This is an optimization exercise on Yosys and OpenROAD, whose aim is small area, a short achievable clock period and few clock cycles, not a production implementation. Function was checked by simulation only, so behaviour that the tests miss may differ from the original.

## fundamental_milestone
module fundamental_milestone (
		input logic Clock_50,
		input logic Resetn,
		input logic m1_enable,
		input logic [15:0] SRAM_read_data,
		output logic [15:0] SRAM_write_data,
		output logic SRAM_we_n,
		output logic [17:0] SRAM_address,
		output logic m1_disable
		);
logic        running;
logic [3:0]  ph;         
logic [1:0]  warm;       
logic [6:0]  col;        
logic        wr_en;
assign wr_en = (warm == 2'd3);
logic        we;         
assign SRAM_we_n = ~we;
logic [16:0] up;
logic [16:0] ya;       
logic [17:0] wp;
logic [17:0] inc;
logic [7:0]  us0, us1, us2, us3, us4, us5, us6;    
logic [7:0]  vs0, vs1, vs2, vs3, vs4, vs5, vs6;    
logic [15:0] ybuf;
logic        u_en, u_ld, v_en, v_ld;    
logic [9:0]  fv;                
logic [7:0]  px_y;
logic [9:0]  px_u, px_v;        
logic [10:0] r_a, r_b, g_a, g_b, b_a, b_b;
logic        r_c, g_c, b_c;
logic [8:0]  p1, p2, p3;        
logic [7:0]  hold;
wire ya_0 = up[1] ^ 1'b1;
wire ya_1 = up[1] & 1'b1;
wire ya_2 = up[2] ^ 1'b1;
wire ya_3 = up[2] & 1'b1;
wire ya_4 = up[3] ^ 1'b1;
wire ya_5 = up[3] & 1'b1;
wire ya_6 = up[4] ^ 1'b1;
wire ya_7 = up[4] & 1'b1;
wire ya_8 = up[5] ^ 1'b1;
wire ya_9 = up[5] & 1'b1;
wire ya_10 = up[6] ^ 1'b1;
wire ya_11 = up[6] & 1'b1;
wire ya_12 = up[7] ^ 1'b1;
wire ya_13 = up[7] & 1'b1;
wire ya_14 = up[8] ^ 1'b1;
wire ya_15 = up[8] & 1'b1;
wire ya_16 = up[11] ^ 1'b1;
wire ya_17 = up[11] & 1'b1;
wire ya_18 = up[13] ^ 1'b1;
wire ya_19 = up[13] & 1'b1;
wire ya_20 = up[14] ^ 1'b1;
wire ya_21 = up[14] & 1'b1;
wire ya_22 = up[16] ^ 1'b1;
wire ya_23 = up[16] & 1'b1;
wire ya_24 = ya_3 | (ya_2 & ya_1);
wire ya_25 = ya_2 & ya_0;
wire ya_26 = ya_7 | (ya_6 & ya_5);
wire ya_27 = ya_6 & ya_4;
  ...
export LEC_CHECK = 0
export CAP_MARGIN = 20
export CORE_MARGIN = 2
export CORE_UTILIZATION = 40
export CTS_CLUSTER_DIAMETER = 70
export CTS_CLUSTER_SIZE = 36
export PLACE_DENSITY = 0.5
export SLEW_MARGIN = 20
export SYNTH_HIERARCHICAL = 1
export SYNTH_MINIMUM_KEEP_SIZE = 0
export SETUP_SLACK_MARGIN = 11.8
create_clock -name core_clock -period 16.0 [get_ports {Clock_50}]
standard.sh (not shown) runs the stock make flow with config.mk's settings and CLKGATE_MAP_FILE= SYNTH_SCRIPT=/design/flow/synth_recipe.tcl, a recipe that flattens the netlist after the stock synthesis.
==> flow/flow/run.sh <==
#!/bin/bash
set -euo pipefail
cat >> config.mk <<'EOC'
export SETUP_SLACK_MARGIN = 11.8
EOC
bash standard.sh > standard.log 2>&1
Testbench counts at the start, summed over its fixed seeds: cycles 1,536,200.
Edit:
- PLACE_DENSITY: 0.5 -> 0.6
Result: Via count increases by 0.55%. First-iteration DRC count went up by 2.4%. Worst setup slack improved by 0.045 ns. Global-route usage decreases by 0.65 points. Final cell count came out lower by 0.50%. Register-to-register slack gets worse by 0.08 ns. Maximum frequency rose by 1.1%. Cell area came out lower by 0.42%.
Edit:
==> flow/flow/run.sh (replaced) <==
#!/bin/bash
set -euo pipefail
cat >> config.mk <<'EOC'
export SETUP_SLACK_MARGIN = 11.95
EOC
bash standard.sh > standard.log 2>&1
- SETUP_SLACK_MARGIN: 11.8 -> 11.95
=> The new run ran to the end with no violations; non-clock buffer count rises by 41; setup slack loses 0.060 ns; core utilization came out higher by 0.96 points; cell area climbs by 2.1%; critical path depth does not change.
Edit:
==> flow/flow/run.sh (replaced) <==
#!/bin/bash
set -euo pipefail
cat >> config.mk <<'EOC'
export SETUP_SLACK_MARGIN = 11.8
EOC
bash standard.sh > standard.log 2>&1
- CORE_UTILIZATION: 40 -> 50
- PLACE_DENSITY: 0.6 -> 0.65
- SETUP_SLACK_MARGIN: 11.95 -> 11.8
Outcome: The changed run produced a clean layout. Routed wire length came out lower by 2.3%. Core utilization came out higher by 10 points. Final cell count came out lower by 7.1%. Clock-buffer cell count came out higher by 1. Non-clock buffer count came out lower by 31. Via count came out lower by 1.2%. First-iteration DRC count came out higher by 20%. Design area came out lower by 3.1%.
Edit:
- CORE_UTILIZATION: 50 -> 40
- CTS_BUF_LIST: not set -> sky130_fd_sc_hd__clkbuf_8 sky130_fd_sc_hd__clkbuf_16
- PLACE_DENSITY: 0.65 -> 0.6
What happened: The new run ran to the end with no violations. Register-to-register slack hardly moves. Wire length went up by about 3%. Via count fell by about 0.6%. Sequential share of layout area goes down by 0.35 points.

* * *

## main
fundamental_milestone, a different RTL version from the one above (not shown whole).
Size in the first run: roughly 390 flip-flops, ~55 I/O pins, ~24000 sq um of cells after synthesis.
Design fundamental_milestone, start of the top module:
module fundamental_milestone (
		input logic Clock_50,
		input logic Resetn,
		input logic m1_enable,
		input logic [15:0] SRAM_read_data,
		output logic [15:0] SRAM_write_data,
		output logic SRAM_we_n,
		output logic [17:0] SRAM_address,
		output logic m1_disable
		);
export LEC_CHECK = 0
export CAP_MARGIN = 20
export CORE_MARGIN = 2
export CORE_UTILIZATION = 40
export PLACE_DENSITY = 0.6
export SLEW_MARGIN = 20
export SYNTH_HIERARCHICAL = 1
export SYNTH_MINIMUM_KEEP_SIZE = 0
export SETUP_SLACK_MARGIN = 11.8
create_clock -name core_clock -period 16.0 [get_ports {Clock_50}]
==> flow/flow/run.sh <==
#!/bin/bash
set -euo pipefail
cat >> config.mk <<'EOC'
export SETUP_SLACK_MARGIN = 11.8
EOC
bash standard.sh > standard.log 2>&1
main | stages: all done | timing, DRC, antenna: all pass
Testbench counts of main, summed over its fixed seeds: cycles 1,536,200.
What the feature branch does differently from main at the input level:
# main
export LEC_CHECK = 0
export CAP_MARGIN = 20
export CORE_MARGIN = 2
export CORE_UTILIZATION = 40
export PLACE_DENSITY = 0.6
export SLEW_MARGIN = 20
export SYNTH_HIERARCHICAL = 1
export SYNTH_MINIMUM_KEEP_SIZE = 0
export SETUP_SLACK_MARGIN = 11.8
create_clock -name core_clock -period 16.0 [get_ports {Clock_50}]
# the feature branch
export LEC_CHECK = 0
export CAP_MARGIN = 20
export CORE_MARGIN = 2
export CORE_UTILIZATION = 55
export PLACE_DENSITY = 0.75
export SLEW_MARGIN = 20
export SYNTH_HIERARCHICAL = 1
export SYNTH_MINIMUM_KEEP_SIZE = 0
export SETUP_SLACK_MARGIN = 11.8
create_clock -name core_clock -period 16.0 [get_ports {Clock_50}]
- Cmp main and the feature branch / utilization after layout / lower: main
- Final worst slack: the feature branch vs main down 0.023 ns
- Synthesis-to-layout area growth: the feature branch vs main down 0.82 points
- Delta (the feature branch minus main): register-to-register slack decreased 0.02 ns, cell row count now smaller, worst endpoint data arrival time rose by 0.02 ns.
- In the feature branch, the number of placed instances, taps included came out 192 below the value in main.
- Non-clock buffer count (the feature branch over main): decrease, 3.7%
- The feature branch ends up with a clock-buffer cell count that is 3 higher than in main.
- Flip-flop and latch count: the feature branch vs main identical

* * *

fundamental_milestone, a different RTL version from the one above (not shown whole).
For scale: ~1900 cells after synthesis, roughly 360 flip-flops, about 23000 um^2 of cells after synthesis.
export LEC_CHECK = 0
export CAP_MARGIN = 20
export CORE_MARGIN = 2
export CORE_UTILIZATION = 40
export CTS_CLUSTER_DIAMETER = 60
export CTS_CLUSTER_SIZE = 30
export PLACE_DENSITY = 0.6
export SLEW_MARGIN = 20
export SYNTH_HIERARCHICAL = 1
export SYNTH_MINIMUM_KEEP_SIZE = 0
export SETUP_SLACK_MARGIN = 11.8
create_clock -name core_clock -period 16.0 [get_ports {Clock_50}]
Scripts as last shown in full above: flow/flow/run.sh
Testbench counts at the start, summed over its fixed seeds: cycles 1,536,200.
Then changed:
--- a/flow/config.mk
+++ b/flow/config.mk
@@ -11,2 +11,2 @@
-export CTS_CLUSTER_DIAMETER = 60
-export CTS_CLUSTER_SIZE = 30
+export CTS_CLUSTER_DIAMETER = 70
+export CTS_CLUSTER_SIZE = 36
Result: Wire length goes down by about 0.3%. Cell area drops by about 0.5%. Register-to-register slack improves by 20 ps. Synthesized cell count is unchanged. Cell count came out lower by about 0.35%.

* * *

job 9042:
Another version of the RTL of fundamental_milestone (not shown whole).
Size: ~2200 cells after synthesis, roughly 390 flip-flops, ~25000 sq um of cells after synthesis.
clock: 16.0 ns
lec_check: 0
cap_margin: 20
core_margin: 2
core_utilization: 40
place_density: 0.6
slew_margin: 20
synth_hierarchical: 1
synth_minimum_keep_size: 0
run.sh (not shown) runs the stock make flow with config.mk's settings and CLKGATE_MAP_FILE= SYNTH_SCRIPT=/design/flow/synth_recipe.tcl, a recipe that flattens the netlist after the stock synthesis.
Stock flow here: none of the scripts above is used.
Testbench counts of job 9042, summed over its fixed seeds: cycles 1,536,200.
Edits applied to the flow inputs when going from job 9042 to job 8879:
Settings: setting SETUP_SLACK_MARGIN to 12.2 for the first time.
==> flow/flow/run.sh (new file) <==
#!/bin/bash
set -euo pipefail
cat >> config.mk <<'EOC'
export SETUP_SLACK_MARGIN = 12.2
EOC
bash standard.sh > standard.log 2>&1
==> flow/standard.sh (new file) <==
#!/bin/bash
# synth_recipe.tcl (not shown) runs the flow's synth.tcl, then flattens the netlist and writes it again
# the make line also repeats each setting of config.mk as NAME=value (left out here)
make -C /OpenROAD-flow-scripts/flow DESIGN_CONFIG=/design/flow/config.mk WORK_HOME=/design/flow/orfs CLKGATE_MAP_FILE= SYNTH_SCRIPT=/design/flow/synth_recipe.tcl "${@:-finish}"
removed: flow/run.sh
[summary]
Job 8879: PASS, flow complete, no timing, DRC or antenna violations
Run comparison: job 9042 class of the most critical setup path register to register; job 8879 class of the most critical setup path register to output pin
Compared with job 9042, in job 8879 initial antenna violation count went down by 3; number of global-route vias before repair went up by 358.
Job 9042 was smaller in final cell area than job 8879.
Maximum frequency from static timing analysis grows by more than 10% when moving from job 9042 to job 8879.
Looking at slowest cell on the critical path, the o41ai_1 result is from job 9042; the dfstp_2 one comes from job 8879.
Delta (job 8879 minus job 9042): clock buffer instance count of the final layout rose 11.
In job 8879, hold slack is higher than in job 9042.
Number of gates resized after cts: job 8879 vs job 9042 up 255
Job 9042 → job 8879: total routed wirelength climbed 3.5%, non-filler instance count after layout went up, global-route usage has increased.
The following lists how job 3350 was set up differently from job 8879:
Settings: CTS_BUF_LIST now sky130_fd_sc_hd__clkbuf_4, previously not set; SETUP_SLACK_MARGIN no longer set, was 12.2; CTS_CLUSTER_SIZE now 30, previously not set.
==> flow/run.sh (new file) <==
#!/bin/bash
# synth_recipe.tcl (not shown) runs the flow's synth.tcl, then flattens the netlist and writes it again
# the make line also repeats each setting of config.mk as NAME=value (left out here)
make -C /OpenROAD-flow-scripts/flow DESIGN_CONFIG=/design/flow/config.mk WORK_HOME=/design/flow/orfs CLKGATE_MAP_FILE= SYNTH_SCRIPT=/design/flow/synth_recipe.tcl finish
removed: flow/flow/run.sh
removed: flow/standard.sh
- Between job 3350 and job 8879, it is job 3350 whose headroom to the max-slew limit is higher, by 6.1 points.
- On via count, job 3350 and job 8879 are basically level.
What job 7090 does differently from job 3350 at the input level:
Settings: CTS_CLUSTER_SIZE no longer set, was 30; CTS_BUF_LIST no longer set, was sky130_fd_sc_hd__clkbuf_4; SETUP_SLACK_MARGIN now 11.3, previously not set.
==> flow/flow/run.sh (new file) <==
#!/bin/bash
set -euo pipefail
cat >> config.mk <<'EOC'
export SETUP_SLACK_MARGIN = 11.3
EOC
bash standard.sh > standard.log 2>&1
==> flow/standard.sh (new file) <==
#!/bin/bash
# synth_recipe.tcl (not shown) runs the flow's synth.tcl, then flattens the netlist and writes it again
# the make line also repeats each setting of config.mk as NAME=value (left out here)
make -C /OpenROAD-flow-scripts/flow DESIGN_CONFIG=/design/flow/config.mk WORK_HOME=/design/flow/orfs CLKGATE_MAP_FILE= SYNTH_SCRIPT=/design/flow/synth_recipe.tcl "${@:-finish}"
removed: flow/run.sh
--- outcome ---
Changes observed in job 7090 relative to job 3350: count of cells resized by post-cts repair +31.
Global router's overall resource usage ends up higher on job 3350.
Looking at non-clock buffer count, job 7090 sits about 4.6% higher than job 3350 does.
Compared with job 3350, job 7090 shows worst slew margin relative to its limit lower by 1.0 points.
Job 3350 → job 7090: via count shows a reduction of 327; wire length of the first global-routing pass down about 0.8%; layout cell share with drive strength beyond 1 fell by 2.5 points; final core area utilization has increased.
Going from job 3350 to job 7090, routed wire length dropped about 0.43%; area of all sequential standard cells did not really move.

-- separate check: timing with driven ports --
How much do the figures lean on ideal ports? The routed layouts below were timed once more, with nothing changed but the port constraints. Step 1 sets driving cells, clkbuf_16 on the clock port and buf_2 on the other inputs (assumed; they add their load-dependent delay and slew). Step 2, shift: input delay + t, output delay - t, t = (earliest + latest rising clock arrival at the registers) / 2. This alone moves slack from input paths to output paths. a / b / c = no drivers / after step 1 / after step 2; a / b = the first two.
run | t (ns) | slack for setup (ns) | worst setup path at the end | worst slew at a driven data input, ns
the first run of note 1 | 0.647 | 11.683 / 11.623 / 11.815 | input to register | 0.04
the second run of note 1 | 0.643 | 11.728 / 11.667 / 11.737 | register to register | 0.04
the third run of note 1 | 0.661 | 11.669 / 11.604 / 11.751 | register to register | 0.04
the fourth run of note 1 | 0.623 | 11.705 / 11.650 / 11.743 | register to register | 0.04
the fifth run of note 1 | 0.643 | 11.728 / 11.667 / 11.737 | register to register | 0.04
main | 0.619 | 11.582 / 11.528 / 11.446 | input to register | 0.07
the feature branch | 0.633 | 11.559 / 11.503 / 11.420 | input to register | 0.05
the first run of note 3 | 0.615 | 11.614 / 11.556 / 11.619 | register to register | 0.05
the second run of note 3 | 0.633 | 11.599 / 11.543 / 11.638 | register to register | 0.05
job 9042 | 0.636 | 11.030 / 11.030 / 11.030 | register to register | 0.04
job 8879 | 0.626 | 11.535 / 11.475 / 11.560 | register to register | 0.05
job 3350 | 0.901 | 10.872 / 10.814 / 10.986 | register to register | 0.05
job 7090 | 0.636 | 11.390 / 11.331 / 11.388 | input to register | 0.04
After both steps every run listed still meets setup and hold. For the feature branch, which loses most, drivers alone change the setup slack by -0.056 ns; drivers and shift together by -0.139 ns.
